Context: an optimization exercise on an open-source flow, tuned for small area. The choices shown serve that exercise and are no tape-out recipe. At most, simulation tests tie the RTL to the original design; equivalence was not proved. For run 4, only the layout was checked, not whether the RTL still works. Power figures rest on the tool's default switching activity, not on a simulated workload.

`config.mk`:
```
export PLATFORM = sky130hd
export DESIGN_NAME = pong
export DESIGN_NICKNAME = pong
export VERILOG_FILES = /design/flow/design.v
export SDC_FILE = /design/flow/constraint.sdc
export NUM_CORES = 4
export LEC_CHECK = 0
export CAP_MARGIN = 20
export CORE_MARGIN = 2
export CORE_UTILIZATION = 40
export SLEW_MARGIN = 20
```
`constraint.sdc`:
```
create_clock -name core_clock -period 20.0 [get_ports {CLK_DRV}]
set_input_delay 4.0000 -clock core_clock [delete_from_list [all_inputs] [get_ports {CLK_DRV}]]
set_output_delay 4.0000 -clock core_clock [all_outputs]
set_load 0.01 [all_outputs]
```
`design.v`:
```
module oneshot_555(
  input   logic   CLK,     
  input   logic   FPGA_RESET,  
  input   logic   TRG_N,   
  output  logic   OUT      
);
  parameter COUNTS = 1000;
  parameter BIT_WIDTH = $clog2(COUNTS);
  typedef enum logic [1:0] {
    IDLE, COUNT, END
  } state_t;
  state_t state;
  logic prev_trg_n;
  logic detect;
  always_ff @(posedge CLK) begin
    prev_trg_n <= TRG_N;
  end
  assign detect = prev_trg_n & ~TRG_N;
  logic [BIT_WIDTH-1 : 0] counter;
  logic count_end;
  always_ff @(posedge CLK) begin
    if (FPGA_RESET)
      counter <= '0;
    else if (state == IDLE | state == END)
      counter <= '0;
    else if (state == COUNT)
      counter <= counter + 'd1;
  end
  assign count_end = (counter == COUNTS - 1);
  state_t next_state;
  always_ff @(posedge CLK) begin
    if (FPGA_RESET) state <= IDLE;
    else state <= next_state;
  end
  always_comb begin
    case (state)
      IDLE:     if (detect) next_state = COUNT;
                else next_state = IDLE;
      COUNT:    if (count_end) next_state = END;
                else next_state = COUNT;
      END:      next_state = IDLE;
      default:  next_state = IDLE;
    endcase
  end
  always_comb begin
    if (state == COUNT)
      OUT = 1'b1;
    else
      OUT = 1'b0;
  end
endmodule
module pong(
  input   logic   CLK_DRV,
  input   logic   FPGA_RESET,
  input   logic   COIN_SW,
  input   logic   SW1A, SW1B,
  input   logic   PAD1_OUT, PAD2_OUT,
  output  logic   PAD_TRG_N,
  output  logic   CSYNC, VIDEO, SCORE,
  output  logic   SOUND
);
  wire rst = FPGA_RESET;
  logic       c;                  
  logic [8:0] h_p;                
  logic       hrn_p;              
  logic [8:0] v_p;                
  logic       vrn_p;              
  logic       hbn_p;              
  logic       hbn_pp;             
  logic       hs_p;               
  logic       vbn_p;              
  logic [3:0] p1_p, p2_p;         
  logic       p1in_p, p2in_p;     
  logic       h3a_p;              
  logic [3:0] s1_p, s2_p;         
  logic       s1e_p, s2e_p;       
  logic       stop_g;             
  logic [3:0] f1_p;               
  logic       f1cq;               
  logic       h2a_p, h2b_p;       
  logic       h3b_p, h3bcq;       
  logic [3:0] g7_p, h7_p;         
  logic       g6b_p;
  logic [2:0] a5_p;               
  logic       a2a_p;              
  logic [3:0] b3_p, a3_p;         
  logic       f3a_p, c2a_p;       
  logic       q1c;                
  logic       b5b_p, b5bcq;       
  logic       coin_p, missn_p, attn_p, hit_p;
  logic hrn, hreset;
  logic [8:0] H;
  assign hrn    = c ? ~(h_p[1] & h_p[2] & h_p[6] & h_p[7] & h_p[8]) : hrn_p;
  assign hreset = ~hrn;
  assign H      = hreset ? 9'd0 : h_p + {8'd0, ~c};
  logic vrn, vreset;
  logic [8:0] V;
  assign vrn    = (hreset & hrn_p) ? ~(v_p[0] & v_p[2] & v_p[8]) : vrn_p;
  assign vreset = ~vrn;
  assign V      = vreset ? 9'd0 : v_p + {8'd0, hrn & ~hrn_p & vrn_p};
  logic g5b, hbdn, HBLANK_N, HBLANK, hs_q, HSYNC_N, hs_clr_n, VBLANK_N, VBLANK, VSYNC_N;
  assign g5b  = ~(H[4] & H[6]);
  assign hbdn = (g5b ^ hrn) ? (~g5b & hrn) : hbn_p;
  assign HBLANK_N = hbn_p;
  assign HBLANK   = ~hbn_p;
  assign hs_clr_n = ~(H[6] | HBLANK_N);
  assign hs_q = ~hs_clr_n ? 1'b0 : (H[4] & ~h_p[4]) ? ~(~h_p[6] & h_p[5]) : hs_p;
  assign HSYNC_N = ~hs_q;
  assign VBLANK_N = (vreset ^ V[4]) ? V[4] : vbn_p;
  assign VBLANK   = ~VBLANK_N;
  assign VSYNC_N  = ~(VBLANK & V[2] & ~V[3]);
  logic ATTRACT_N, ATTRACT, SERVE_N, SERVE, e5a, F4_OUT, SC;
  assign ATTRACT_N = ~(stop_g | q1c);
  assign ATTRACT   = ~ATTRACT_N;
  logic NET;
  assign NET = ~V[2] & ~VBLANK & H[8] & (H[7:0] == 8'd0);
  logic [3:0] p1, p2;
  logic a7b_q, a7a_q, pfall, PAD1, PAD2, h3a_q, g3c;
  assign a7b_q = ~&p1_p;
  assign a7a_q = ~&p2_p;
  assign pfall = HSYNC_N & hs_p;    
  assign p1 = PAD1_OUT ? 4'd0 : p1_p + {3'd0, a7b_q & pfall & ~p1in_p};
  assign p2 = PAD2_OUT ? 4'd0 : p2_p + {3'd0, a7a_q & pfall & ~p2in_p};
  assign h3a_q = ~ATTRACT_N ? 1'b1 : (H[2] & ~h_p[2] & attn_p) ? h_p[7] : h3a_p;
  assign g3c  = ~(H[7] & ~h3a_q);
  assign PAD1 = ~PAD1_OUT & a7b_q & ~H[8] & ~g3c;
  assign PAD2 = ~PAD2_OUT & a7a_q &  H[8] & ~g3c;
  logic [3:0] f1, g7, h7;
  logic g6b, e1d_q, e1c_p, h1a_p, h1d_p, f1fall;
  logic HIT_SOUND, RST_SPEED, MISS_N;
  logic g1c, g1c_p, h1c, h1b, h1c_p, h1b_p, e1c, h1a, h1d, move_p, h2b, h2a, MOVE;
  logic L, R, h3b, hit1_n, hit2_n, HIT, HIT_N, d1a;
  logic e1b, e1b_p, bfall, ld_p, g7rco, h7rco, HVID_N;
  assign MISS_N    = HVID_N | HBLANK_N;
  assign RST_SPEED = COIN_SW | ~MISS_N;
  assign HIT_SOUND = ~c2a_q;
  logic c2a_q;
  assign e1c_p = ~(f1_p[2] & f1_p[3]);
  assign e1d_q = ~(e1c_p & ~c2a_p);                
  assign f1fall = ~e1d_q & f1cq;
  assign f1 = RST_SPEED ? 4'd0 : f1_p + {3'd0, f1fall};
  assign e1c = ~(f1[2] & f1[3]);
  assign h1a = f1[2] | f1[3];
  assign h1d = ~(e1c & h1a);
  assign h1c = ~(vreset & h1d);
  assign h1b = ~(vreset & h1a);
  assign g1c = H[8] & ~vreset;
  assign h1a_p = f1_p[2] | f1_p[3];
  assign h1d_p = ~(e1c_p & h1a_p);
  assign h1c_p = ~(~vrn_p & h1d_p);
  assign h1b_p = ~(~vrn_p & h1a_p);
  assign g1c_p = h_p[8] & vrn_p;
  assign move_p = ~(h2b_p & h2a_p);
  assign h2b = ~h1c ? 1'b0 : (~g1c & h1c_p & g1c_p) ? (move_p ? ~h2b_p : 1'b1) : h2b_p;
  assign h2a = ~h1b ? 1'b0 : (~g1c & h1b_p & g1c_p) ? (h2b_p | h2a_p) : h2a_p;
  assign MOVE = ~(h2b & h2a);
  assign d1a = SC & ATTRACT;
  assign h3b = ~hit2_n ? 1'b1 : ~hit1_n ? 1'b0 : (d1a & ~h3bcq) ? ~h3b_p : h3b_p;
  assign L = h3b;
  assign R = ~h3b;
  assign e1b   = ~(ATTRACT_N & SERVE);
  assign e1b_p = ~(attn_p & ~b5b_p);
  assign bfall = c & e1b_p;
  assign ld_p  = &g7_p & hbn_pp & &h7_p & g6b_p;   
  always_comb begin
    g7 = g7_p; h7 = h7_p;
    if (bfall) begin
      if (ld_p) begin
        g7 = {1'b1, 1'b0, ~(~h3b_p & move_p), move_p};
        h7 = 4'b1000;
      end else begin
        g7 = g7_p + {3'd0, hbn_pp};
        h7 = h7_p + {3'd0, &g7_p & hbn_pp};
      end
    end
    if (~e1b) begin g7 = 4'd0; h7 = 4'd0; end
  end
  assign h7rco = &h7;
  assign g6b = ~e1b ? 1'b0 : (e1b_p & &h7_p & ~h7rco) ? ~g6b_p : g6b_p;
  assign g7rco = &g7 & HBLANK_N;
  assign HVID_N = ~(g7[2] & g7[3] & h7rco & g6b);
  logic [2:0] a5;
  logic a2a, VVID, VVID_N, vvid_p, bvfall, vld_p, a3rco, a3rco_p;
  logic [3:0] b3, a3, ld_v;
  logic [2:0] a6_p;
  logic a4c_p, a4b_p, b6a_p;
  assign a6_p = h_p[8] ? ~p2_p[3:1] : ~p1_p[3:1];
  assign a5 = ~ATTRACT_N ? 3'd0 : (HIT & attn_p & ~hit_p) ? a6_p : a5_p;
  assign vvid_p = b3_p[2] & b3_p[3] & a3rco_p;
  assign a3rco_p = &a3_p;
  assign a2a = HIT ? 1'b0 : (~VBLANK & ~hit_p & ~vbn_p & vvid_p) ? ~a2a_p : a2a_p;
  assign a4c_p = a5_p[0] ^ a2a_p;
  assign a4b_p = a5_p[1] ^ a2a_p;
  assign b6a_p = a5_p[2] ^ a2a_p;
  assign ld_v = {1'b0, b6a_p, a4b_p, a4c_p} + {1'b0, 1'b1, 1'b1, ~b6a_p};
  assign bvfall = ~hs_q & hs_p;
  assign vld_p = &b3_p & vbn_p & a3rco_p;
  always_comb begin
    b3 = b3_p; a3 = a3_p;
    if (bvfall) begin
      if (vld_p) begin
        b3 = ld_v; a3 = 4'd0;
      end else begin
        b3 = b3_p + {3'd0, vbn_p};
        a3 = a3_p + {3'd0, &b3_p & vbn_p};
      end
    end
  end
  assign a3rco  = &a3;
  assign VVID   = b3[2] & b3[3] & a3rco;
  assign VVID_N = ~VVID;
  logic g1b;
  assign g1b = ~HVID_N & VVID;
  assign hit1_n = ~(g1b & PAD1);
  assign hit2_n = ~(g1b & PAD2);
  assign HIT   = ~(hit1_n & hit2_n);
  assign HIT_N = ~HIT;
  logic f5b, f5a, f5b_p, f5a_p;
  logic [3:0] s1, s2;
  logic s1e, s2e;
  assign f5b = ~L & ~MISS_N & ATTRACT_N;
  assign f5a = ~R & ~MISS_N & ATTRACT_N;
  assign f5b_p = ~h3b_p & ~missn_p & attn_p & ~coin_p;
  assign f5a_p =  h3b_p & ~missn_p & attn_p & ~coin_p;
  function automatic logic [4:0] cnt7490(input logic [3:0] q_p, input logic e_p, input logic ck);
    logic a, b, cc, d, e;
    a = ck ? ~q_p[0] : q_p[0];
    if (q_p[0] & ~a) begin         
      b = ~q_p[3] ? ~q_p[1] : 1'b0;
      if (q_p[1] & q_p[2] & ~q_p[3]) d = 1'b1;
      else if (~(q_p[1] & q_p[2]) & q_p[3]) d = 1'b0;
      else d = q_p[3];
    end else begin
      b = q_p[1];
      d = q_p[3];
    end
    cc = (q_p[1] & ~b) ? ~q_p[2] : q_p[2];
    e  = (q_p[3] & ~d) ? ~e_p : e_p;
    cnt7490 = {e, d, cc, b, a};
  endfunction
  always_comb begin
    {s1e, s1} = cnt7490(s1_p, s1e_p, ~f5b & f5b_p);
    {s2e, s2} = cnt7490(s2_p, s2e_p, ~f5a & f5a_p);
    if (COIN_SW) begin
      {s1e, s1} = 5'd0;
      {s2e, s2} = 5'd0;
    end
  end
  logic sa, sb, sc_, sd;
  always_comb begin
    unique case ({H[6], H[5]})
      2'b00: {sd, sc_, sb, sa} = {~s1e, ~s1e, ~s1e, 1'b1};
      2'b01: {sd, sc_, sb, sa} = {s1[3], s1[2], s1[1], s1[0]};
      2'b10: {sd, sc_, sb, sa} = {~s2e, ~s2e, ~s2e, 1'b1};
      2'b11: {sd, sc_, sb, sa} = {s2[3], s2[2], s2[1], s2[0]};
    endcase
  end
  logic e3a, e3b, e3c, d2c, f2a;
  assign e3a = ~H[7];
  assign e3b = ~(H[8] | H[6] | e3a);
  assign e3c = H[8] & H[6] & e3a;
  assign d2c = ~(e3b | e3c);
  assign f2a = ~(~V[5] | V[6] | V[7] | d2c);
  logic sa_, sb_, sc2, sd_, se, sf, sg;
  always_comb begin
    if (!f2a)
      {sa_, sb_, sc2, sd_, se, sf, sg} = 7'b0000000;
    else
      unique case ({sd, sc_, sb, sa})
        4'b0000: {sa_, sb_, sc2, sd_, se, sf, sg} = 7'b1111110;
        4'b0001: {sa_, sb_, sc2, sd_, se, sf, sg} = 7'b0110000;
        4'b0010: {sa_, sb_, sc2, sd_, se, sf, sg} = 7'b1101101;
        4'b0011: {sa_, sb_, sc2, sd_, se, sf, sg} = 7'b1111001;
        4'b0100: {sa_, sb_, sc2, sd_, se, sf, sg} = 7'b0110011;
        4'b0101: {sa_, sb_, sc2, sd_, se, sf, sg} = 7'b1011011;
        4'b0110: {sa_, sb_, sc2, sd_, se, sf, sg} = 7'b0011111;
        4'b0111: {sa_, sb_, sc2, sd_, se, sf, sg} = 7'b1110000;
        4'b1000: {sa_, sb_, sc2, sd_, se, sf, sg} = 7'b1111111;
        4'b1001: {sa_, sb_, sc2, sd_, se, sf, sg} = 7'b1110011;
        4'b1010: {sa_, sb_, sc2, sd_, se, sf, sg} = 7'b0001101;
        4'b1011: {sa_, sb_, sc2, sd_, se, sf, sg} = 7'b0011001;
        4'b1100: {sa_, sb_, sc2, sd_, se, sf, sg} = 7'b0100011;
        4'b1101: {sa_, sb_, sc2, sd_, se, sf, sg} = 7'b1001011;
        4'b1110: {sa_, sb_, sc2, sd_, se, sf, sg} = 7'b0001111;
        4'b1111: {sa_, sb_, sc2, sd_, se, sf, sg} = 7'b0000000;
      endcase
  end
  logic fe, bc, ga, gd;
  assign fe = H[4] & ~H[2] & ~H[3];
  assign bc = H[4] & H[2] & H[3];
  assign ga = H[4] & ~V[2] & ~V[3];
  assign gd = H[4] & V[2] & V[3];
  assign SCORE = (fe & ~V[4] & sf) | (fe & V[4] & se) | (bc & ~V[4] & sb_) | (bc & V[4] & sc2)
               | (ga & ~V[4] & sa_) | (gd & ~V[4] & sg) | (gd & V[4] & sd_);
  logic b2a;
  assign b2a = (s1[0] & (SW1A ? s1[2] : 1'b1) & s1e) | (s2[0] & (SW1B ? s2[2] : 1'b1) & s2e);
  logic f3a;
  assign f3a = ~SERVE_N ? 1'b0 : (~VBLANK & b5b_p & ~vbn_p) ? vvid_p : f3a_p;
  assign c2a_q = HIT ? 1'b0 : (a3rco & ~(hit_p | a3rco_p)) ? 1'b1 : c2a_p;
  oneshot_555 #(.COUNTS(54142)) sound_os(
    .CLK(CLK_DRV), .FPGA_RESET, .TRG_N(MISS_N), .OUT(SC));
  assign SOUND = ~(ATTRACT_N & ~((~a3[1] | ~f3a) & ~(HIT_SOUND & a3[0]) & ~(V[5] & SC)));
  oneshot_555 #(.COUNTS(381698)) serve_os(
    .CLK(CLK_DRV), .FPGA_RESET, .TRG_N(~COIN_SW & MISS_N), .OUT(F4_OUT));
  assign e5a = ATTRACT_N & ~F4_OUT;
  assign SERVE_N = ~e5a ? 1'b0 : (PAD1 & ~b5bcq) ? 1'b1 : b5b_p;
  assign SERVE = ~SERVE_N;
  assign PAD_TRG_N = ~V[8];
  assign CSYNC = ~(HSYNC_N ^ VSYNC_N);
  assign VIDEO = (g1b | NET | PAD1 | PAD2) & HBLANK_N & VBLANK_N;
  always_ff @(posedge CLK_DRV) begin
    if (rst) begin
      c <= 1'b0; h_p <= '0; hrn_p <= 1'b0; v_p <= '0; vrn_p <= 1'b0;
      hbn_p <= 1'b0; hs_p <= 1'b0; vbn_p <= 1'b0;
      p1_p <= '0; p2_p <= '0; h3a_p <= 1'b0;
      s1_p <= '0; s2_p <= '0; s1e_p <= 1'b0; s2e_p <= 1'b0;
      f1_p <= '0; h2a_p <= 1'b0; h2b_p <= 1'b0; h3b_p <= 1'b0;
      g7_p <= '0; h7_p <= '0; g6b_p <= 1'b0;
      a5_p <= '0; a2a_p <= 1'b0; b3_p <= '0; a3_p <= '0;
      f3a_p <= 1'b0; c2a_p <= 1'b0; q1c <= 1'b1; b5b_p <= 1'b0;
    end else begin
      c <= ~c; h_p <= H; hrn_p <= hrn; v_p <= V; vrn_p <= vrn;
      hbn_p <= hbdn; hs_p <= hs_q; vbn_p <= VBLANK_N;
      p1_p <= p1; p2_p <= p2; h3a_p <= h3a_q;
      s1_p <= s1; s2_p <= s2; s1e_p <= s1e; s2e_p <= s2e;
      f1_p <= f1; h2a_p <= h2a; h2b_p <= h2b; h3b_p <= h3b;
      g7_p <= g7; h7_p <= h7; g6b_p <= g6b;
      a5_p <= a5; a2a_p <= a2a; b3_p <= b3; a3_p <= a3;
      f3a_p <= f3a; c2a_p <= c2a_q; b5b_p <= SERVE_N;
      if (stop_g) q1c <= 1'b1;
      else if (COIN_SW) q1c <= 1'b0;
    end
  end
  always_ff @(posedge CLK_DRV) begin
    hbn_pp  <= hbn_p;
    p1in_p  <= PAD1_OUT;
    p2in_p  <= PAD2_OUT;
    stop_g  <= b2a;
    f1cq    <= ~RST_SPEED & e1d_q;
    h3bcq   <= ~hit2_n | ~hit1_n | d1a;
    b5bcq   <= ~e5a | PAD1;
    coin_p  <= COIN_SW;
    missn_p <= MISS_N;
    attn_p  <= ATTRACT_N;
    hit_p   <= HIT;
  end
endmodule
```
`run.sh`:
```
#!/bin/bash
# synth_recipe.tcl (not shown) runs the flow's synth.tcl, then flattens the netlist and writes it again
# the make line also repeats each setting of config.mk as NAME=value (left out here)
make -C /OpenROAD-flow-scripts/flow DESIGN_CONFIG=/design/flow/config.mk WORK_HOME=/design/flow/orfs CLKGATE_MAP_FILE= SYNTH_SCRIPT=/design/flow/synth_recipe.tcl finish
```
==> results of run 1 <==
[synth_stat cells (5+ instances only)]
master | instances | share of area [%]
a211oi_1 | 5 | 0.56
a21o_1 | 5 | 0.56
a21oi_1 | 37 | 2.8
a311oi_1 | 6 | 0.79
a31oi_1 | 6 | 0.56
and2_1 | 11 | 1.0
and3_1 | 15 | 1.4
and4_1 | 10 | 1.3
clkbuf_1 | 22 | 1.2
dfxtp_1 | 126 | 38
ha_1 | 34 | 6.4
inv_1 | 27 | 1.5
mux2i_1 | 11 | 1.7
nand2_1 | 55 | 3.1
nand2b_1 | 11 | 1.0
nand3_1 | 48 | 3.6
nand4_1 | 16 | 1.5
nor2_1 | 97 | 5.5
nor2b_1 | 13 | 1.2
nor3_1 | 31 | 2.3
nor3b_1 | 14 | 1.6
nor4_1 | 10 | 0.94
o211ai_1 | 7 | 0.79
o21a_1 | 5 | 0.56
o21ai_0 | 27 | 2.0
o31ai_1 | 6 | 0.68
or3_1 | 9 | 0.85
xnor2_1 | 19 | 2.5
xor2_1 | 35 | 4.6
[stage by stage]
step	power, uW	std cells	setup slack [ns]
after global routing	617.6	1027	6.335
after floorplan	271.5	792	8.172
final	596.9	1027	6.768
after global placement	277.5	995	6.833
after detailed placement	277.3	995	6.757
after CTS	603.6	1027	6.736
[where the power goes]
group	switching, uW	total, uW	internal, uW	leakage, uW
clock network	116	325	209	0.000304
logic	11.5	16.6	5.10	0.00142
registers	2.06	255	253	0.00102
total	130	597	467	0.00274
[sequential cells by signal, summed over array words and instances (netlist names), 2 cells and up]
| name | cells |
|---|---|
| s2_p | 4 |
| g7_p | 4 |
| f1_p | 4 |
| serve_os.counter | 19 |
| s1_p | 4 |
| sound_os.state | 2 |
| sound_os.counter | 16 |
| v_p | 9 |
| serve_os.state | 2 |
| h_p | 9 |
| a3_p | 4 |
| a5_p | 3 |
| b3_p | 4 |
| p1_p | 4 |
| h7_p | 4 |
| p2_p | 4 |
[layout make-up]
cell class / count / area share (%)
repair buffers: 13 / 1.593
multi-input cells: 608 / 51.68
clock inverters: 14 / 2.539
well taps: 220 / 3.650
inverters: 28 / 1.394
clock buffers: 18 / 5.691
flip-flops and latches: 126 / 33.45
[worst min path at each step]
stage,from,end,slack [ns],cells after the start
after floorplan,hbn_p,hbn_pp,0.33,0
after global placement,stop_g,q1c,0.42,1
after detailed placement,stop_g,q1c,0.43,1
after CTS,stop_g,q1c,0.44,1
after global routing,stop_g,q1c,0.46,1
final,stop_g,q1c,0.44,1
[metal layers]
layer,vias to the layer above,wire length (um)
met2,84,6659
met1,2565,7306
li1,2843,-
met5,-,0
met4,0,194
met3,14,467
[cell families after synthesis]
family | share of synthesized area, %
AND/OR/NAND/NOR | 28.68
AO/OA/AOI/OAI | 14.55
flip-flops | 37.89
buffers and inverters | 3.571
XOR/XNOR | 7.104
adder cells (fa/ha/maj) | 6.390
multiplexers | 1.823
==> run_results.csv, run 1 <==
group,metric,value,unit
run_status,status,"timing/DRC/antenna clean",
routing,dr.pass1.iters,4,
synth,yosys_warnings,3,
timing,setup_violations,0,
place,hpwlAfterDp,10.44,mm
timing,setup_tns,0,ns
floorplanning,rows,47,
worst_setup_path,timing.rr.start,"c",
final_layout,final_cell_area,7541,um^2
grt,grt_overflow,0,
clock_network,clkTransAtPathRegs,0.06,ns
worst_setup_path,cp_max_fo,8,
final_layout,area_delta_synth_final,13.27,%
worst_setup_path,critPathArrivalTime,9.23,ns
final_layout,n_antenna_cell,0,
synth,synth_edf_count,0,
place,place.gp.congestion,0.8414,
floorplanning,ios,12,
final_layout,nNetsFinal,835,
synth,syn_avg_cell_area,8.406,um^2
routing,antenna_left,0,
worst_setup_path,cp-startpoint,"PAD1_OUT",
final_layout,final_common_cell,"dfxtp_1",
routing,drt_iter0_markers,361,
synth,syn-cell-area,6658,um^2
worst_setup_path,critPathMaxStageDelay,0.55,ns
grt,antenna_found_initial,0,
final_layout,most-common-layout-cells,"126 x dfxtp_1, 97 x nor2_1, 55 x nand2_1",
floorplanning,start_util,40.58,%
timing,hold_viol,0,
clock_network,tritoncts,"built",
clock_network,cts_buffers,17,
grt,use_met3,4.253,%
worst_setup_path,cp.depth,22,
routing,drt-vias-per-instance,5.361,
clock_network,cts_setup_buffers,0,
floorplanning,die_area,17690,um^2
clock_network,hold_buffers,0,
worst_setup_path,rrSetupSlack,15.38,ns
worst_setup_path,reg2reg_depth,16,
grt,grt.met1_usage,23.67,%
worst_setup_path,r2r-end,"stop_g",
clock_network,clk_path_buf_depth,2,
synth,yosysUniqueCellTypes,73,
worst_setup_path,cp.required,16.00,ns
grt,track_usage,17.38,%
place,postPlaceCellArea,6920,um^2
timing,max_freq,75.57,MHz
power,peakVddDrop,0.05950,mV
worst_setup_path,crit_family,"compound AO/OA/AOI/OAI gates",
worst_setup_path,path_cells,"clkdlybuf4s50_1, a41o_1, nor3_1, nand3_1, o31ai_4, nand4_4, or4_1, o21ai_1, a311oi_1, ha_1, and4_1, o21a_1, o32a_1, nand2_1, inv_1, ha_1, inv_1, a21oi_1, mux2_1, a311oi_1, o31ai_1, clkdlybuf4s50_1",
synth,synthArstFlopShare,0,%
routing,drc,0,
synth,synth-main-ff-cell,"dfxtp_1",
timing,skew,0.006498,ns
worst_setup_path,critPathLaunchType,"input port",
timing,fin_crit_sh,66.16,%
grt,use_met2,27.12,%
routing,dr_total_vias,5506,
worst_setup_path,crit_type,"in2out",
place,portBuffers,11,
final_layout,layout-drive-gt1-share,6.320,%
run,drv_cap,0,
timing,relSlewSlack,25.03,%
timing,tightest_slew,1.116,ns
grt,grt_pass1_wl,25.16,mm
grt,grt_busiest_layer,"met2",
routing,wl_per_cell,14.24,um
synth,synthCells,792,
timing,slew_violations,0,
worst_setup_path,worstSetupEndpoint,"SCORE",
worst_setup_path,crit_slowest_cell,"or4_1",
floorplanning,dieHeight,133.0,um
routing,drt_wl_total,14.63,mm
timing,min_period,13.23,ns
timing,holdWs,0.4443,ns
final_layout,multiInputGateArea,3897,um^2
synth,synth.ff_latch_count,126,
final_layout,regArea,2522,um^2
synth,synth_nets,833,
clock_network,numClockSinks,126,
final_layout,n_fill_cell,1592,
clock_network,ctsResizeCount,0,
floorplanning,die_w,133.0,um
worst_setup_path,end_kind,"primary output",
timing,rsz0062_at_grt,"no",
floorplanning,coreArea,16410,um^2
clock_network,ctsHtreeMaxLevel,4,
grt,grt_max_degree,61,
clock_network,cts-root-buf,"clkbuf_16",
worst_setup_path,crit_buf_inv,4,
grt,grt_pass1_vias,5163,
power,pwr_density_cell,79.15,nW/um^2
final_layout,final_util,45.96,%
clock_network,clkLatencyLatePin,0.41,ns
power,p_leak,0.002739,uW
synth,seq_area_frac_synth,37.89,%
worst_hold_path,hold_path.class,"reg2reg",
==> inputs of run 2 (changes only) <==
--- a/design.v
+++ b/design.v
@@ -1,52 +1,26 @@
-module oneshot_555(
-  input   logic   CLK,     
-  input   logic   FPGA_RESET,  
-  input   logic   TRG_N,   
-  output  logic   OUT      
+module oneshot_555 #(
+  parameter int W = 19,
+  parameter int TAP = 5,
+  parameter logic [W-1:0] S0 = 1,
+  parameter logic [W-1:0] SNM1 = 0,
+  parameter int ENDBIT = 0
+) (
+  input   logic   CLK,
+  input   logic   FPGA_RESET,
+  input   logic   DETECT,
+  output  logic   OUT
 );
-  parameter COUNTS = 1000;
-  parameter BIT_WIDTH = $clog2(COUNTS);
-  typedef enum logic [1:0] {
-    IDLE, COUNT, END
-  } state_t;
-  state_t state;
-  logic prev_trg_n;
-  logic detect;
-  always_ff @(posedge CLK) begin
-    prev_trg_n <= TRG_N;
-  end
-  assign detect = prev_trg_n & ~TRG_N;
-  logic [BIT_WIDTH-1 : 0] counter;
-  logic count_end;
+  logic [W-1:0] lfsr;
+  logic run;
   always_ff @(posedge CLK) begin
+    lfsr <= run ? {lfsr[W-2:0], lfsr[W-1] ^ lfsr[TAP]} : S0;
     if (FPGA_RESET)
-      counter <= '0;
-    else if (state == IDLE | state == END)
-      counter <= '0;
-    else if (state == COUNT)
-      counter <= counter + 'd1;
-  end
-  assign count_end = (counter == COUNTS - 1);
-  state_t next_state;
-  always_ff @(posedge CLK) begin
-    if (FPGA_RESET) state <= IDLE;
-    else state <= next_state;
-  end
-  always_comb begin
-    case (state)
-      IDLE:     if (detect) next_state = COUNT;
-                else next_state = IDLE;
-      COUNT:    if (count_end) next_state = END;
-                else next_state = COUNT;
-      END:      next_state = IDLE;
-      default:  next_state = IDLE;
-    endcase
-  end
-  always_comb begin
-    if (state == COUNT)
-      OUT = 1'b1;
+      run <= 1'b0;
+    else if (run)
+      run <= (lfsr != SNM1);
     else
-      OUT = 1'b0;
+      run <= DETECT & (lfsr[ENDBIT] == S0[ENDBIT]);
   end
+  assign OUT = run;
 endmodule
 module pong(
@@ -298,9 +272,9 @@
   assign f3a = ~SERVE_N ? 1'b0 : (~VBLANK & b5b_p & ~vbn_p) ? vvid_p : f3a_p;
   assign c2a_q = HIT ? 1'b0 : (a3rco & ~(hit_p | a3rco_p)) ? 1'b1 : c2a_p;
-  oneshot_555 #(.COUNTS(54142)) sound_os(
-    .CLK(CLK_DRV), .FPGA_RESET, .TRG_N(MISS_N), .OUT(SC));
+  oneshot_555 #(.W(16), .TAP(6), .S0(16'd1), .SNM1(16'd59216), .ENDBIT(0)) sound_os(
+    .CLK(CLK_DRV), .FPGA_RESET, .DETECT(missn_p & ~MISS_N), .OUT(SC));
   assign SOUND = ~(ATTRACT_N & ~((~a3[1] | ~f3a) & ~(HIT_SOUND & a3[0]) & ~(V[5] & SC)));
-  oneshot_555 #(.COUNTS(381698)) serve_os(
-    .CLK(CLK_DRV), .FPGA_RESET, .TRG_N(~COIN_SW & MISS_N), .OUT(F4_OUT));
+  oneshot_555 #(.W(19), .TAP(5), .S0(19'd1), .SNM1(19'd300954), .ENDBIT(2)) serve_os(
+    .CLK(CLK_DRV), .FPGA_RESET, .DETECT(~coin_p & missn_p & ~(~COIN_SW & MISS_N)), .OUT(F4_OUT));
   assign e5a = ATTRACT_N & ~F4_OUT;
   assign SERVE_N = ~e5a ? 1'b0 : (PAD1 & ~b5bcq) ? 1'b1 : b5b_p;
--- a/config.mk
+++ b/config.mk
@@ -6,4 +6,5 @@
 export NUM_CORES = 4
 export LEC_CHECK = 0
+export ABC_AREA = 1
 export CAP_MARGIN = 20
 export CORE_MARGIN = 2
==> run_results.csv, run 2 <==
group,metric,value,unit
run_status,status,"timing/DRC/antenna clean",
timing,slew_violations,0,
worst_setup_path,critPathMostFrequentCell,"nand2_1",
power,peakVddDrop,0.06391,mV
worst_setup_path,cp.required,16.00,ns
timing,holdWs,0.3754,ns
grt,grt_pass1_wl,21.50,mm
worst_setup_path,cp_max_fo,5,
timing,tightest_slew,0.9142,ns
synth,netlist.area_leader.share,41.80,%
synth,yosysMostFrequentCell,"nand2_1",
worst_setup_path,crit_family,"simple AND/OR/NAND/NOR gates",
grt,grt_overflow,0,
worst_hold_path,hold_path.class,"reg2reg",
final_layout,area_delta_synth_final,15.97,%
clock_network,cts_setup_buffers,0,
grt,grt_pass1_vias,4565,
final_layout,top_register,"serve_os.lfsr",
floorplanning,rows,44,
routing,wl_per_cell,12.21,um
timing,setup_tns,0,ns
place,dp.cells,989,
power,p_leak,0.003119,uW
floorplanning,dieHeight,125.4,um
clock_network,numClockSinks,123,
grt,antenna_found_initial,0,
synth,yosysUniqueCellTypes,41,
grt,grt_max_degree,45,
final_layout,final_cell_count_no_fill,1021,
clock_network,clkTransAtPathRegs,0.05,ns
timing,skew,0.007025,ns
place,postPlaceCellArea,6185,um^2
floorplanning,die_area,15710,um^2
routing,drc,0,
clock_network,ctsResizeCount,0,
synth,synth_compound_area_share,7.307,%
timing,rsz0062_at_grt,"no",
synth,synth.ff_latch_count,123,
synth,synth-simple-area-share,31.24,%
floorplanning,ios,12,
final_layout,final_common_cell,"nand2_1",
synth,yosys_warnings,3,
place,place.gp.congestion,0.8051,
run,drv_cap,0,
final_layout,layout-drive-gt1-share,8.961,%
grt,track_usage,17.18,%
clock_network,clk_path_buf_depth,2,
clock_network,tritoncts,"built",
synth,seq_area_frac_synth,41.80,%
final_layout,nNetsFinal,861,
timing,max_freq,79.64,MHz
final_layout,most-common-layout-cells,"159 x nand2_1, 135 x inv_1, 123 x dfxtp_1",
synth,synth_top_family_by_area,"simple AND/OR/NAND/NOR gates",
worst_setup_path,crit_type,"in2out",
final_layout,top_regs,"serve_os.lfsr: 19 flops, sound_os.lfsr: 16 flops",
worst_setup_path,crit_buf_inv,5,
timing,hold_viol,0,
worst_setup_path,crit_slowest_cell,"clkdlybuf4s50_1",
timing,min_period,12.56,ns
clock_network,cts-root-buf,"clkbuf_16",
timing,setup_violations,0,
timing,fin_crit_sh,62.79,%
synth,synthTopCellsByArea,"dfxtp_1 42%, nand2_1 10%, inv_1 8.6%",
synth,synthAdderAreaFrac,6.372,%
floorplanning,coreArea,14480,um^2
final_layout,n_fill_cell,1494,
routing,antenna_left,0,
routing,drt_iter0_markers,270,
routing,dr.pass1.iters,4,
timing,relSlewSlack,39.05,%
floorplanning,die_w,125.4,um
worst_setup_path,critPathMaxStageDelay,0.53,ns
worst_setup_path,end_kind,"primary output",
synth,muxShareOfSynthArea,0,%
routing,dr_total_vias,4825,
synth,synth.cells.most_frequent,"159 x nand2_1, 135 x inv_1, 123 x dfxtp_1, 107 x nor2_1, 46 x nand3_1",
synth,synth-main-ff-cell,"dfxtp_1",
final_layout,final_cell_area,6832,um^2
clock_network,cts_buffers,17,
final_layout,final_util,47.18,%
synth,synthArstFlopShare,0,%
worst_setup_path,critPathLaunchType,"input port",
floorplanning,start_util,40.68,%
synth,synthCells,805,
final_layout,largest_register_ffs,19,
routing,drt_wl_total,12.47,mm
worst_setup_path,critPathArrivalTime,8.56,ns
synth,synth_area_leader_cell,"dfxtp_1",
power,pwr_density_cell,87.33,nW/um^2
clock_network,ctsHtreeMaxLevel,4,
clock_network,hold_buffers,0,
place,hpwlAfterDp,9.219,mm
clock_network,clkLatencyLatePin,0.42,ns
synth,synth_xor_area_share,3.271,%
synth,synth_edf_count,0,
final_layout,n_antenna_cell,0,
place,portBuffers,11,
synth,syn_avg_cell_area,7.318,um^2
routing,drt-vias-per-instance,4.726,
synth,syn-cell-area,5891,um^2
synth,synth_nets,842,
[run 2: path summary, 6_finish.rpt]
path / cells past startpoint / start / slack (ns) / end
setup / recovery: 31 / PAD1_OUT / 7.44 / SCORE
hold / removal: 0 / hbn_p / 0.38 / hbn_pp
setup reg to reg: 31 / c / 15.90 / stop_g
hold reg to reg: 0 / hbn_p / 0.38 / hbn_pp
[run 2: cells by family after synthesis]
kind of cell    count (synthesis)
fa+ha+maj                      30
simple gates                  401
compound gates                 73
xor+xnor                       22
buf+inv                       156
flops                         123
[run 2: area by class of cell]
type | count | area [um^2] | share of cell area [%]
clock buffer | 22 | 484.2 | 7.088
tap | 184 | 230.2 | 3.370
sequential | 123 | 2462 | 36.04
timing repair buffer | 12 | 112.6 | 1.648
inverter | 144 | 540.5 | 7.912
multi-input combinational | 526 | 2839 | 41.56
clock inverter | 10 | 162.7 | 2.381
[run 2: per-stage QoR]
step | setup slack (ns) | total power, uW
3_5_place_dp | 7.468 | 270.7
2_1_floorplan | 8.889 | 265.5
4_1_cts | 7.449 | 602.9
3_3_place_gp | 7.575 | 270.8
5_1_grt | 6.944 | 616.8
6_report | 7.443 | 596.6
[run 2: per-layer routing]
| layer | track usage [%] | vias to the layer above | part of all wire (%) |
|---|---|---|---|
| li1 | - | 2609 | - |
| met1 | 23.00 | 2149 | 51 |
| met2 | 26.21 | 54 | 44 |
| met3 | 4.407 | 13 | 3.8 |
| met4 | 7.516 | 0 | 1.8 |
| met5 | 0 | - | 0 |
[run 2: report_power, final]
group | total (uW) | switching, uW | internal (uW)
Sequential | 250 | 2.26 | 248
Clock | 331 | 110 | 221
Combinational | 15.1 | 10.7 | 4.42
Total | 597 | 123 | 474
==> inputs of run 3 (changes only) <==
--- a/config.mk
+++ b/config.mk
@@ -6,5 +6,4 @@
 export NUM_CORES = 4
 export LEC_CHECK = 0
-export ABC_AREA = 1
 export CAP_MARGIN = 20
 export CORE_MARGIN = 2
==> run_results.csv, run 3 <==
group,metric,value,unit
run_status,status,"timing/DRC/antenna clean",
final_layout,top_regs,"serve_os.lfsr: 19 flops, sound_os.lfsr: 16 flops",
worst_setup_path,crit_type,"in2out",
final_layout,n_antenna_cell,0,
timing,relSlewSlack,35.00,%
synth,synthCells,687,
final_layout,final_common_cell,"dfxtp_1",
final_layout,nNetsFinal,727,
synth,yosysUniqueCellTypes,81,
routing,drt_iter0_markers,323,
worst_setup_path,rrSetupSlack,15.46,ns
clock_network,hold_buffers,0,
timing,hold_viol,0,
synth,synthTopCellsByArea,"dfxtp_1 41%, ha_1 6.2%, nor2_1 5.2%",
routing,drc,0,
floorplanning,ios,12,
synth,syn-cell-area,6075,um^2
final_layout,final_cell_count_no_fill,890,
final_layout,top_register,"serve_os.lfsr",
worst_setup_path,end_kind,"primary output",
synth,synth_edf_count,0,
worst_setup_path,cp-startpoint,"PAD1_OUT",
routing,drt-vias-per-instance,5.390,
synth,synthArstFlopShare,0,%
grt,grt_max_degree,50,
synth,netlist.area_leader.share,40.54,%
routing,wl_per_cell,15.02,um
place,hpwlAfterDp,9.516,mm
power,peakVddDrop,0.07290,mV
synth,synth.cells.most_frequent,"123 x dfxtp_1, 84 x nor2_1, 45 x and2_1, 40 x a21oi_1, 39 x nand2_1",
floorplanning,start_util,40.41,%
timing,setup_tns,0,ns
routing,dr.pass1.iters,7,
routing,dr_total_vias,4797,
synth,yosys_warnings,3,
final_layout,regArea,2462,um^2
clock_network,ctsHtreeMaxLevel,4,
place,portBuffers,11,
power,pwr_density_cell,85.02,nW/um^2
synth,synth-main-ff-cell,"dfxtp_1",
clock_network,numClockSinks,123,
floorplanning,die_w,127.2,um
clock_network,ctsResizeCount,0,
clock_network,tritoncts,"built",
routing,drt_wl_total,13.37,mm
worst_setup_path,critPathLaunchType,"input port",
timing,setup_violations,0,
floorplanning,coreArea,15030,um^2
synth,syn_avg_cell_area,8.842,um^2
grt,grt_pass1_wl,22.51,mm
worst_setup_path,critPathMaxStageDelay,0.55,ns
synth,seq_area_frac_synth,40.54,%
timing,skew,0.008504,ns
synth,synth_area_leader_cell,"dfxtp_1",
worst_setup_path,cp_max_fo,6,
final_layout,most-common-layout-cells,"123 x dfxtp_1, 84 x nor2_1, 45 x and2_1",
final_layout,multiInputGateArea,3391,um^2
timing,fin_crit_sh,64.36,%
worst_hold_path,hold_path.class,"reg2reg",
power,p_leak,0.002567,uW
worst_setup_path,worstSetupEndpoint,"SCORE",
clock_network,clk_path_buf_depth,2,
grt,antenna_found_initial,0,
timing,tightest_slew,0.9478,ns
final_layout,n_fill_cell,1420,
worst_setup_path,cp.required,16.00,ns
floorplanning,rows,45,
clock_network,clkLatencyLatePin,0.42,ns
clock_network,cts_setup_buffers,0,
synth,synth_nets,724,
worst_setup_path,r2r-end,"stop_g",
grt,track_usage,17.58,%
timing,slew_violations,0,
worst_setup_path,critPathArrivalTime,8.87,ns
final_layout,final_util,45.97,%
run,drv_cap,0,
worst_setup_path,timing.rr.start,"c",
worst_setup_path,crit_slowest_cell,"clkdlybuf4s50_1",
final_layout,area_delta_synth_final,13.76,%
timing,rsz0062_at_grt,"no",
clock_network,cts_buffers,17,
place,dp.cells,859,
floorplanning,dieHeight,127.2,um
worst_setup_path,path_cells,"clkdlybuf4s50_1, nor2_1, nand4b_4, o31ai_4, nand3_1, nor2_1, o21ai_0, a31oi_1, ha_1, mux2_2, nand2_1, nor3_1, o21ai_0, nand2_1, ha_1, inv_1, a221oi_1, a2111oi_0, o21ai_1, a31oi_1, clkdlybuf4s50_1",
clock_network,clkTransAtPathRegs,0.06,ns
grt,grt_overflow,0,
place,place.gp.congestion,0.8504,
final_layout,layout-drive-gt1-share,7.977,%
timing,max_freq,77.68,MHz
worst_setup_path,reg2reg_depth,18,
routing,antenna_left,0,
floorplanning,die_area,16190,um^2
synth,yosysMostFrequentCell,"dfxtp_1",
timing,min_period,12.87,ns
synth,synth.ff_latch_count,123,
worst_hold_path,hold_depth,1,
grt,grt_pass1_vias,4570,
clock_network,cts-root-buf,"clkbuf_16",
final_layout,largest_register_ffs,19,
## run 3: cell count changes in the layout (fill, tap and decap cells not counted), sizes merged, moves of 10 or more
cell / delta
mux2i: +16
nand4: -17
nand2b: +12
inv: -121
and2: +45
nand3: -27
nor3b: +10
and3: +11
a21oi: +16
nand2: -128
nor2: -32
## run 3: kinds of logic after synthesis
logic type | count (synthesis) | synth area share [%]
buffers and inverters | 50 | 3.646
AOI/OAI and AO/OA | 122 | 13.62
adders and majority gates | 30 | 6.179
DFF | 123 | 40.54
muxes | 18 | 3.007
xor gates and xnor gates | 29 | 4.181
and+or+nand+nor | 315 | 28.84
## run 3: layer usage
layer / GRT usage [%] / vias to the layer above / share of wire, %
met5: 0 / - / 0
met4: 6.076 / 0 / 1.4
met3: 5.821 / 18 / 6.1
met2: 27.42 / 82 / 45
met1: 22.94 / 2256 / 47
li1: - / 2441 / -
## run 3: cell type report
class / count / share of cell area [%]
inverters: 22 / 1.195
clock inverters: 10 / 2.408
multi-input cells: 514 / 49.07
clock buffers: 21 / 6.663
repair buffers: 12 / 1.630
well taps: 188 / 3.404
flip-flops and latches: 123 / 35.63
## run 3: through the flow
| step | power (uW) | area (um^2) | hold slack [ns] | setup slack (ns) |
|---|---|---|---|---|
| 2_1_floorplan | 263.1 | 6075 | 0.3830 | 8.698 |
| 3_3_place_gp | 267.5 | 6284 | 0.4330 | 7.348 |
| 3_5_place_dp | 267.9 | 6284 | 0.4375 | 7.145 |
| 4_1_cts | 595.2 | 6910 | 0.4510 | 7.137 |
| 5_1_grt | 609.2 | 6910 | 0.4717 | 6.581 |
| 6_report | 587.5 | 6910 | 0.4489 | 7.127 |
## run 3: how the worst min path moves through the flow
stage / from / to
6_report: sound_os.lfsr[5] / sound_os.lfsr[6]
5_1_grt: sound_os.lfsr[10] / sound_os.lfsr[11]
4_1_cts: sound_os.lfsr[5] / sound_os.lfsr[6]
3_5_place_dp: sound_os.lfsr[5] / sound_os.lfsr[6]
3_3_place_gp: sound_os.lfsr[5] / sound_os.lfsr[6]
2_1_floorplan: hbn_p / hbn_pp
## run 3: power breakdown
| group | internal, uW | switching (uW) |
|---|---|---|
| sequential | 247 | 2.25 |
| clock | 215 | 110 |
| combinational | 3.96 | 9.10 |
## run 3: worst max-delay path, delay by kind of cell
kind / cells / cell delay, ns
AO/OA/AOI/OAI: 8 / 1.72
adder cells (fa/ha/maj): 2 / 0.52
buffers and inverters: 3 / 1.12
multiplexers: 1 / 0.35
AND/OR/NAND/NOR: 7 / 1.15
==> inputs of run 4 (changes only) <==
--- a/design.v
+++ b/design.v
@@ -285,21 +285,19 @@
   always_ff @(posedge CLK_DRV) begin
     if (rst) begin
-      c <= 1'b0; h_p <= '0; hrn_p <= 1'b0; v_p <= '0; vrn_p <= 1'b0;
-      hbn_p <= 1'b0; hs_p <= 1'b0; vbn_p <= 1'b0;
-      p1_p <= '0; p2_p <= '0; h3a_p <= 1'b0;
+      c <= 1'b0; hrn_p <= 1'b0; vrn_p <= 1'b0; hs_p <= 1'b0;
+      p1_p <= '0; p2_p <= '0;
       s1_p <= '0; s2_p <= '0; s1e_p <= 1'b0; s2e_p <= 1'b0;
-      f1_p <= '0; h2a_p <= 1'b0; h2b_p <= 1'b0; h3b_p <= 1'b0;
+      f1_p <= '0; h2a_p <= 1'b0; h3b_p <= 1'b0;
       g7_p <= '0; h7_p <= '0; g6b_p <= 1'b0;
-      a5_p <= '0; a2a_p <= 1'b0; b3_p <= '0; a3_p <= '0;
-      f3a_p <= 1'b0; c2a_p <= 1'b0; q1c <= 1'b1; b5b_p <= 1'b0;
+      a2a_p <= 1'b0; b3_p <= '0; a3_p <= '0;
+      c2a_p <= 1'b0; q1c <= 1'b1;
     end else begin
-      c <= ~c; h_p <= H; hrn_p <= hrn; v_p <= V; vrn_p <= vrn;
-      hbn_p <= hbdn; hs_p <= hs_q; vbn_p <= VBLANK_N;
-      p1_p <= p1; p2_p <= p2; h3a_p <= h3a_q;
+      c <= ~c; hrn_p <= hrn; vrn_p <= vrn; hs_p <= hs_q;
+      p1_p <= p1; p2_p <= p2;
       s1_p <= s1; s2_p <= s2; s1e_p <= s1e; s2e_p <= s2e;
-      f1_p <= f1; h2a_p <= h2a; h2b_p <= h2b; h3b_p <= h3b;
+      f1_p <= f1; h2a_p <= h2a; h3b_p <= h3b;
       g7_p <= g7; h7_p <= h7; g6b_p <= g6b;
-      a5_p <= a5; a2a_p <= a2a; b3_p <= b3; a3_p <= a3;
-      f3a_p <= f3a; c2a_p <= c2a_q; b5b_p <= SERVE_N;
+      a2a_p <= a2a; b3_p <= b3; a3_p <= a3;
+      c2a_p <= c2a_q;
       if (stop_g) q1c <= 1'b1;
       else if (COIN_SW) q1c <= 1'b0;
@@ -307,4 +305,13 @@
   end
   always_ff @(posedge CLK_DRV) begin
+    h_p     <= H;
+    v_p     <= V;
+    hbn_p   <= hbdn;
+    vbn_p   <= VBLANK_N;
+    h3a_p   <= h3a_q;
+    h2b_p   <= h2b;
+    a5_p    <= a5;
+    f3a_p   <= f3a;
+    b5b_p   <= SERVE_N;
     hbn_pp  <= hbn_p;
     p1in_p  <= PAD1_OUT;
--- a/config.mk
+++ b/config.mk
@@ -6,6 +6,10 @@
 export NUM_CORES = 4
 export LEC_CHECK = 0
+export ABC_AREA = 1
 export CAP_MARGIN = 20
 export CORE_MARGIN = 2
 export CORE_UTILIZATION = 40
+export CTS_BUF_LIST = sky130_fd_sc_hd__clkbuf_8
+export CTS_CLUSTER_DIAMETER = 100
+export CTS_CLUSTER_SIZE = 30
 export SLEW_MARGIN = 20
==> run_results.csv, run 4 <==
group,metric,value,unit
synth,synth-main-ff-cell,"dfxtp_1",
timing,rsz0062_at_grt,"no",
clock_network,clk_path_buf_depth,2,
synth,netlist.area_leader.share,41.92,%
worst_setup_path,cp_max_fo,6,
grt,grt_overflow,0,
routing,drt_wl_total,11.97,mm
synth,yosysUniqueCellTypes,46,
worst_hold_path,hold_path.class,"reg2reg",
final_layout,top_regs,"serve_os.lfsr: 19 flops, sound_os.lfsr: 16 flops",
run_status,status,"timing/DRC/antenna clean",
synth,synthArstFlopShare,0,%
timing,min_period,12.81,ns
grt,grt_max_degree,30,
routing,drt_iter0_markers,255,
clock_network,cts-root-buf,"clkbuf_8",
floorplanning,start_util,40.55,%
worst_setup_path,cp.required,16.00,ns
timing,fin_crit_sh,64.07,%
floorplanning,die_area,15550,um^2
synth,synthCells,790,
place,portBuffers,11,
routing,antenna_left,0,
timing,tightest_slew,0.9232,ns
grt,grt_pass1_wl,20.27,mm
timing,slew_violations,0,
timing,max_freq,78.04,MHz
floorplanning,ios,12,
clock_network,clkLatencyLatePin,0.44,ns
routing,wl_per_cell,11.92,um
synth,synth.cells.most_frequent,"155 x nand2_1, 149 x inv_1, 122 x dfxtp_1, 100 x nor2_1, 38 x nand3_1",
timing,setup_tns,0,ns
floorplanning,die_w,124.7,um
power,pwr_density_cell,76.12,nW/um^2
run,drv_cap,0,
worst_setup_path,critPathLaunchType,"input port",
place,dp.cells,975,
final_layout,n_fill_cell,1477,
grt,grt_pass1_vias,4338,
place,hpwlAfterDp,8.844,mm
synth,seq_area_frac_synth,42.43,%
clock_network,cts_setup_buffers,0,
synth,synth_edf_count,1,
routing,dr_total_vias,4709,
routing,dr.pass1.iters,5,
worst_setup_path,critPathMaxStageDelay,0.53,ns
timing,worst_slack,7.186,ns
timing,hold_viol,0,
floorplanning,coreArea,14370,um^2
clock_network,tritoncts,"built",
clock_network,cts_buffers,17,
timing,setup_violations,0,
synth,syn_avg_cell_area,7.376,um^2
clock_network,ctsHtreeMaxLevel,4,
synth,syn-cell-area,5827,um^2
clock_network,hold_buffers,0,
worst_setup_path,critPathArrivalTime,8.81,ns
grt,track_usage,16.11,%
power,p_leak,0.003023,uW
final_layout,largest_register_ffs,19,
floorplanning,rows,44,
routing,drt-vias-per-instance,4.690,
final_layout,most-common-layout-cells,"155 x nand2_1, 149 x inv_1, 122 x dfxtp_1",
place,place.gp.congestion,0.8416,
final_layout,nNetsFinal,847,
synth,synth.ff_latch_count,123,
final_layout,final_cell_count_no_fill,1004,
synth,synth_nets,827,
final_layout,area_delta_synth_final,11.79,%
synth,yosysMostFrequentCell,"nand2_1",
worst_setup_path,crit_family,"simple AND/OR/NAND/NOR gates",
clock_network,ctsResizeCount,0,
worst_setup_path,crit_buf_inv,6,
worst_setup_path,crit_type,"in2out",
worst_setup_path,crit_slowest_cell,"clkdlybuf4s50_1",
routing,drc,0,
clock_network,numClockSinks,123,
power,peakVddDrop,0.05145,mV
grt,antenna_found_initial,0,
final_layout,final_common_cell,"nand2_1",
timing,relSlewSlack,38.45,%
final_layout,top_register,"serve_os.lfsr",
clock_network,clkTransAtPathRegs,0.07,ns
synth,yosys_warnings,3,
synth,synth_area_leader_cell,"dfxtp_1",
place,place_worst_setup_slack,7.192,ns
final_layout,n_antenna_cell,0,
worst_setup_path,end_kind,"primary output",
floorplanning,dieHeight,124.7,um
worst_setup_path,critPathMostFrequentCell,"nand2_1",
timing,skew,0.01084,ns
final_layout,layout-drive-gt1-share,8.049,%
synth,synthTopCellsByArea,"dfxtp_1 42%, nand2_1 10%, inv_1 9.6%",
==> run 4: cell types whose count changed after synthesis, moves of 10 or more <==
cell      delta
nand2b_1    -12
mux2i_1     -14
nand3_1     +15
and2_1      -45
clkbuf_1    -10
nand4_1     +11
and3_1      -10
nor2_1      +16
inv_1      +128
xnor2_1     -12
nand2_1    +116
a21oi_1     -18
==> run 4: cells by family (layout without fill, tap and decap cells) <==
group / Yosys count / count (layout) / share of synthesized area [%]
simple gates: 376 / 376 / 29.20
buf+inv: 165 / 195 / 11.08
flops: 123 / 123 / 42.43
compound gates: 75 / 75 / 7.645
fa+ha+maj: 30 / 30 / 6.442
xor+xnor: 19 / 19 / 2.856
mux: 2 / 2 / 0.3436
==> run 4: power by group <==
group          internal, uW  switching (uW)  total, uW
sequential              248            2.68        251
clock                   134            95.3        229
combinational          5.43            10.6       16.0
==> run 4: final timing paths <==
| kind | from | to | slack, ns | depth (start not counted) |
|---|---|---|---|---|
| setup reg to reg | c | stop_g | 15.71 | 22 |
| hold reg to reg | serve_os.lfsr[1] | serve_os.lfsr[2] | 0.43 | 2 |
| setup / recovery | PAD1_OUT | SCORE | 7.19 | 35 |
| hold / removal | serve_os.lfsr[1] | serve_os.lfsr[2] | 0.43 | 2 |
==> run 4: worst min-delay path, cell delays in order (launching register included) <==
cell and delay (ns):
dfxtp_1 0.31, nand2_1 0.06, inv_1 0.03
==> run 4: through the flow <==
| step | util (%) | total power (uW) | instance area (um^2) | hold slack, ns |
|---|---|---|---|---|
| after global routing | 45.33 | 513.3 | 6514 | 0.4450 |
| after CTS | 45.33 | 499.8 | 6514 | 0.4346 |
| after global placement | 42.50 | 272.8 | 6107 | 0.4221 |
| after floorplan | - | 267.5 | 5827 | 0.3925 |
| after detailed placement | 42.50 | 272.7 | 6107 | 0.4237 |
| final | 45.33 | 495.8 | 6514 | 0.4267 |
==> run 4: layer usage <==
layer	GRT usage [%]	wire, um	up-vias
met4	6.213	205	0
met1	21.62	6146	2097
met5	0	0	-
met2	24.78	5202	72
met3	4.253	414	18
li1	-	-	2522
==> run 4: cell type report <==
| type | instances | area [um^2] | share of cell area (%) |
|---|---|---|---|
| sequential | 123 | 2472 | 37.96 |
| inverter | 154 | 578.1 | 8.874 |
| timing repair buffer | 12 | 117.6 | 1.806 |
| clock buffer | 21 | 289.0 | 4.437 |
| clock inverter | 8 | 117.6 | 1.806 |
| tap | 184 | 230.2 | 3.534 |
| multi-input combinational | 502 | 2709 | 41.59 |
==> inputs of run 5 (changes only) <==
--- a/design.v
+++ b/design.v
@@ -2,5 +2,4 @@
   parameter int W = 19,
   parameter int TAP = 5,
-  parameter logic [W-1:0] S0 = 1,
   parameter logic [W-1:0] SNM1 = 0,
   parameter int ENDBIT = 0
@@ -11,14 +10,16 @@
   output  logic   OUT
 );
-  logic [W-1:0] lfsr;
+  localparam logic [W-1:0] POL = {(W+1)/2{2'b10}};
+  logic [W-1:0] q, v;
   logic run;
+  assign v = q ^ POL;
   always_ff @(posedge CLK) begin
-    lfsr <= run ? {lfsr[W-2:0], lfsr[W-1] ^ lfsr[TAP]} : S0;
+    q <= (run ? {v[W-2:0], ~(v[W-1] ^ v[TAP])} : '0) ^ POL;
     if (FPGA_RESET)
       run <= 1'b0;
     else if (run)
-      run <= (lfsr != SNM1);
+      run <= (v != SNM1);
     else
-      run <= DETECT & (lfsr[ENDBIT] == S0[ENDBIT]);
+      run <= DETECT & ~v[ENDBIT];
   end
   assign OUT = run;
@@ -272,8 +273,8 @@
   assign f3a = ~SERVE_N ? 1'b0 : (~VBLANK & b5b_p & ~vbn_p) ? vvid_p : f3a_p;
   assign c2a_q = HIT ? 1'b0 : (a3rco & ~(hit_p | a3rco_p)) ? 1'b1 : c2a_p;
-  oneshot_555 #(.W(16), .TAP(6), .S0(16'd1), .SNM1(16'd59216), .ENDBIT(0)) sound_os(
+  oneshot_555 #(.W(16), .TAP(6), .SNM1(16'd41679), .ENDBIT(0)) sound_os(
     .CLK(CLK_DRV), .FPGA_RESET, .DETECT(missn_p & ~MISS_N), .OUT(SC));
   assign SOUND = ~(ATTRACT_N & ~((~a3[1] | ~f3a) & ~(HIT_SOUND & a3[0]) & ~(V[5] & SC)));
-  oneshot_555 #(.W(19), .TAP(5), .S0(19'd1), .SNM1(19'd300954), .ENDBIT(2)) serve_os(
+  oneshot_555 #(.W(19), .TAP(5), .SNM1(19'd232822), .ENDBIT(2)) serve_os(
     .CLK(CLK_DRV), .FPGA_RESET, .DETECT(~coin_p & missn_p & ~(~COIN_SW & MISS_N)), .OUT(F4_OUT));
   assign e5a = ATTRACT_N & ~F4_OUT;
--- a/config.mk
+++ b/config.mk
@@ -6,9 +6,8 @@
 export NUM_CORES = 4
 export LEC_CHECK = 0
-export ABC_AREA = 1
 export CAP_MARGIN = 20
 export CORE_MARGIN = 2
 export CORE_UTILIZATION = 40
-export CTS_BUF_LIST = sky130_fd_sc_hd__clkbuf_8
+export CTS_BUF_LIST = sky130_fd_sc_hd__clkbuf_4
 export CTS_CLUSTER_DIAMETER = 100
 export CTS_CLUSTER_SIZE = 30
==> run_results.csv, run 5 <==
group,metric,value,unit
routing,drc,0,
timing,fin_crit_sh,66.22,%
grt,grt_max_degree,40,
clock_network,ctsResizeCount,0,
synth,yosys_warnings,3,
floorplanning,ios,12,
routing,dr.pass1.iters,4,
grt,antenna_found_initial,1,
routing,dr_total_vias,4773,
synth,synth_area_leader_cell,"dfxtp_1",
routing,drt-vias-per-instance,5.474,
synth,syn-cell-area,5911,um^2
final_layout,area_delta_synth_final,9.526,%
worst_setup_path,end_kind,"primary output",
floorplanning,dieHeight,125.6,um
clock_network,ctsHtreeMaxLevel,4,
clock_network,cts_setup_buffers,0,
synth,synth_edf_count,1,
power,peakVddDrop,0.04630,mV
timing,slew_violations,0,
power,p_sw_share,24.27,%
timing,rsz0062_at_grt,"no",
synth,yosysUniqueCellTypes,70,
worst_setup_path,cp.required,16.00,ns
synth,synthTopCellsByArea,"dfxtp_1 41%, ha_1 6.4%, nand2_1 4.1%",
synth,synthArstFlopShare,0,%
power,clock_power_share,41.3,%
floorplanning,start_util,40.82,%
worst_setup_path,cp_max_fo,6,
grt,grt_pass1_vias,4544,
timing,hold_viol,0,
final_layout,regArea,2472,um^2
synth,synth.cells.most_frequent,"122 x dfxtp_1, 64 x nand2_1, 62 x nor2_1, 31 x a21oi_1, 30 x ha_1",
clock_network,cts_buffers,17,
clock_network,hold_buffers,0,
synth,synth-main-ff-cell,"dfxtp_1",
power,combPwrFrac,3.4,%
synth,synthCells,667,
routing,wl_per_cell,14.96,um
timing,min_period,13.24,ns
worst_setup_path,critPathMaxStageDelay,0.55,ns
worst_setup_path,path_cells,"clkdlybuf4s50_1, a41o_1, nor2_1, nand3_1, o311ai_2, nand4_1, nor3b_4, a21oi_2, a31oi_1, ha_1, nor3b_1, o21ai_0, a211o_1, o211a_1, nor2_1, inv_1, ha_1, a32o_1, a21oi_1, o22ai_1, a31oi_1, clkdlybuf4s50_1",
worst_setup_path,critPathLaunchType,"input port",
worst_setup_path,crit_slowest_cell,"clkdlybuf4s50_1",
run,drv_cap,0,
synth,synth_nets,704,
final_layout,n_fill_cell,1397,
floorplanning,rows,44,
timing,holdWs,0.3891,ns
clock_network,tritoncts,"built",
timing,skew,0.02154,ns
synth,yosysMostFrequentCell,"dfxtp_1",
final_layout,layout-drive-gt1-share,7.860,%
synth,netlist.area_leader.share,41.32,%
final_layout,multiInputGateArea,3248,um^2
floorplanning,coreArea,14480,um^2
floorplanning,die_area,15770,um^2
worst_setup_path,crit_family,"compound AO/OA/AOI/OAI gates",
power,power_switching,110.2,uW
clock_network,clkLatencyLatePin,0.54,ns
power,seq_power_share,55.3,%
final_layout,most-common-layout-cells,"122 x dfxtp_1, 64 x nand2_1, 62 x nor2_1",
clock_network,numClockSinks,123,
timing,tightest_slew,0.8045,ns
routing,drt_wl_total,13.04,mm
place,hpwlAfterDp,9.563,mm
grt,track_usage,17.41,%
final_layout,nNetsFinal,712,
worst_setup_path,critPathArrivalTime,9.24,ns
clock_network,clk_path_buf_depth,2,
clock_network,cts-root-buf,"clkbuf_4",
synth,seq_area_frac_synth,41.83,%
grt,grt_pass1_wl,22.18,mm
place,place.gp.congestion,0.8187,
place,portBuffers,11,
final_layout,final_common_cell,"dfxtp_1",
grt,grt_overflow,0,
clock_network,clkTransAtPathRegs,0.12,ns
routing,antenna_left,0,
worst_hold_path,hold_path.class,"reg2reg",
final_layout,top_register,"serve_os.q",
timing,setup_tns,0,ns
timing,setup_violations,0,
worst_setup_path,crit_buf_inv,3,
synth,synth.ff_latch_count,123,
run_status,status,"timing/DRC/antenna clean",
power,internal_power,344.1,uW
routing,drt_iter0_markers,319,
synth,syn_avg_cell_area,8.862,um^2
final_layout,largest_register_ffs,19,
power,p_leak,0.002442,uW
worst_setup_path,crit_type,"in2out",
floorplanning,die_w,125.6,um
timing,max_freq,75.51,MHz
final_layout,top_regs,"serve_os.q: 19 flops, sound_os.q: 16 flops",
timing,relSlewSlack,45.80,%
power,pwr_density_cell,70.18,nW/um^2
## run 5: cell count changes after synthesis, moves of 9 or more
| cell | before | now |
|---|---|---|
| inv_1 | 149 | 21 |
| nand2_1 | 155 | 64 |
| nor2_1 | 100 | 62 |
| nor2b_1 | 0 | 24 |
| and2_1 | 0 | 16 |
| clkbuf_1 | 6 | 19 |
| mux2i_1 | 2 | 14 |
| nand3_1 | 38 | 28 |
| a21oi_1 | 22 | 31 |
| nand4_1 | 18 | 9 |
| nor2_2 | 9 | 0 |
| or3_1 | 0 | 9 |
## run 5: layer usage
metal	wire [um]	vias up	track usage [%]	part of all wire, %
li1	-	2407	-	-
met1	6366	2233	23.38	49
met2	5783	109	26.39	44
met3	552	24	4.621	4.2
met4	339	0	7.516	2.6
met5	0	-	0	0
## run 5: worst paths after layout
path | start | to | slack, ns | cells past startpoint
worst max-delay path | PAD1_OUT | SCORE | 6.76 | 22
worst min-delay path | sound_os.q[11] | sound_os.q[12] | 0.39 | 1
worst max register to register | c | stop_g | 15.13 | 17
worst min register to register | sound_os.q[11] | sound_os.q[12] | 0.39 | 1
## run 5: power by group through the flow
| stage | registers, uW | logic (uW) | clock network, uW |
|---|---|---|---|
| after floorplan | 255 | 11.7 | 0 |
| after global placement | 257 | 15.4 | 0 |
| after detailed placement | 257 | 15.6 | 0 |
| after CTS | 251 | 15.6 | 194 |
| after global routing | 252 | 17.3 | 205 |
| final | 251 | 15.7 | 187 |
## run 5: cell families after synthesis
group | Yosys count | share of synthesized area [%]
xor+xnor | 28 | 4.149
mux | 15 | 2.561
flops | 123 | 41.83
simple gates | 293 | 26.67
compound gates | 131 | 15.22
fa+ha+maj | 30 | 6.351
buf+inv | 47 | 3.218
## run 5: area by class of cell
class                      count  share of cell area, %
inverter                      23                  1.353
clock inverter                12                  2.551
sequential                   123                  38.19
timing repair buffer          13                  1.933
tap                          184                  3.556
clock buffer                  19                  2.203
multi-input combinational    497                  50.17
antenna                        1                0.03865
## run 5: metrics by stage
stage | instances | utilization (%) | cell area, um^2 | total power [uW] | setup WS [ns]
floorplan | 667 | - | 5911 | 266.8 | 8.318
global placement | 840 | 42.57 | 6163 | 272.1 | 6.989
detailed placement | 840 | 42.57 | 6163 | 272.3 | 6.811
CTS | 871 | 44.69 | 6471 | 460.8 | 6.774
global route | 872 | 44.71 | 6474 | 474.4 | 6.271
finish | 872 | 44.71 | 6474 | 454.3 | 6.757

==> separate check: timing with driven ports <==
No port has a modelled driver above. Below, the same layouts with a new extraction and two added sets of constraints. Step 1 (the two cells are an assumption about what drives the block):
set clk [get_ports {CLK_DRV}]
set_driving_cell -lib_cell sky130_fd_sc_hd__clkbuf_16 $clk
set_driving_cell -lib_cell sky130_fd_sc_hd__buf_2 [delete_from_list [all_inputs] $clk]
Step 2, shift: input delay + t, output delay - t, t = (earliest + latest rising clock arrival at the registers) / 2. This alone moves slack from input paths to output paths. a / b / c = ideal ports / drivers / drivers and shift; a / b = the first two.
run | t, ns | setup slack, ns | slew at the worst register clock pin (ns) | pins driven straight from the clock port
run 1 | 0.453 | 6.767 / 6.744 / 6.744 | 0.06 / 0.06 | 1
run 2 | 0.461 | 7.443 / 7.422 / 7.422 | 0.06 / 0.06 | 1
run 3 | 0.454 | 7.127 / 7.107 / 7.107 | 0.06 / 0.06 | 1
run 4 | 0.472 | 7.186 / 7.163 / 7.163 | 0.07 / 0.07 | 1
run 5 | 0.558 | 6.757 / 6.737 / 6.737 | 0.12 / 0.12 | 1
After both steps every run listed still meets setup and hold.
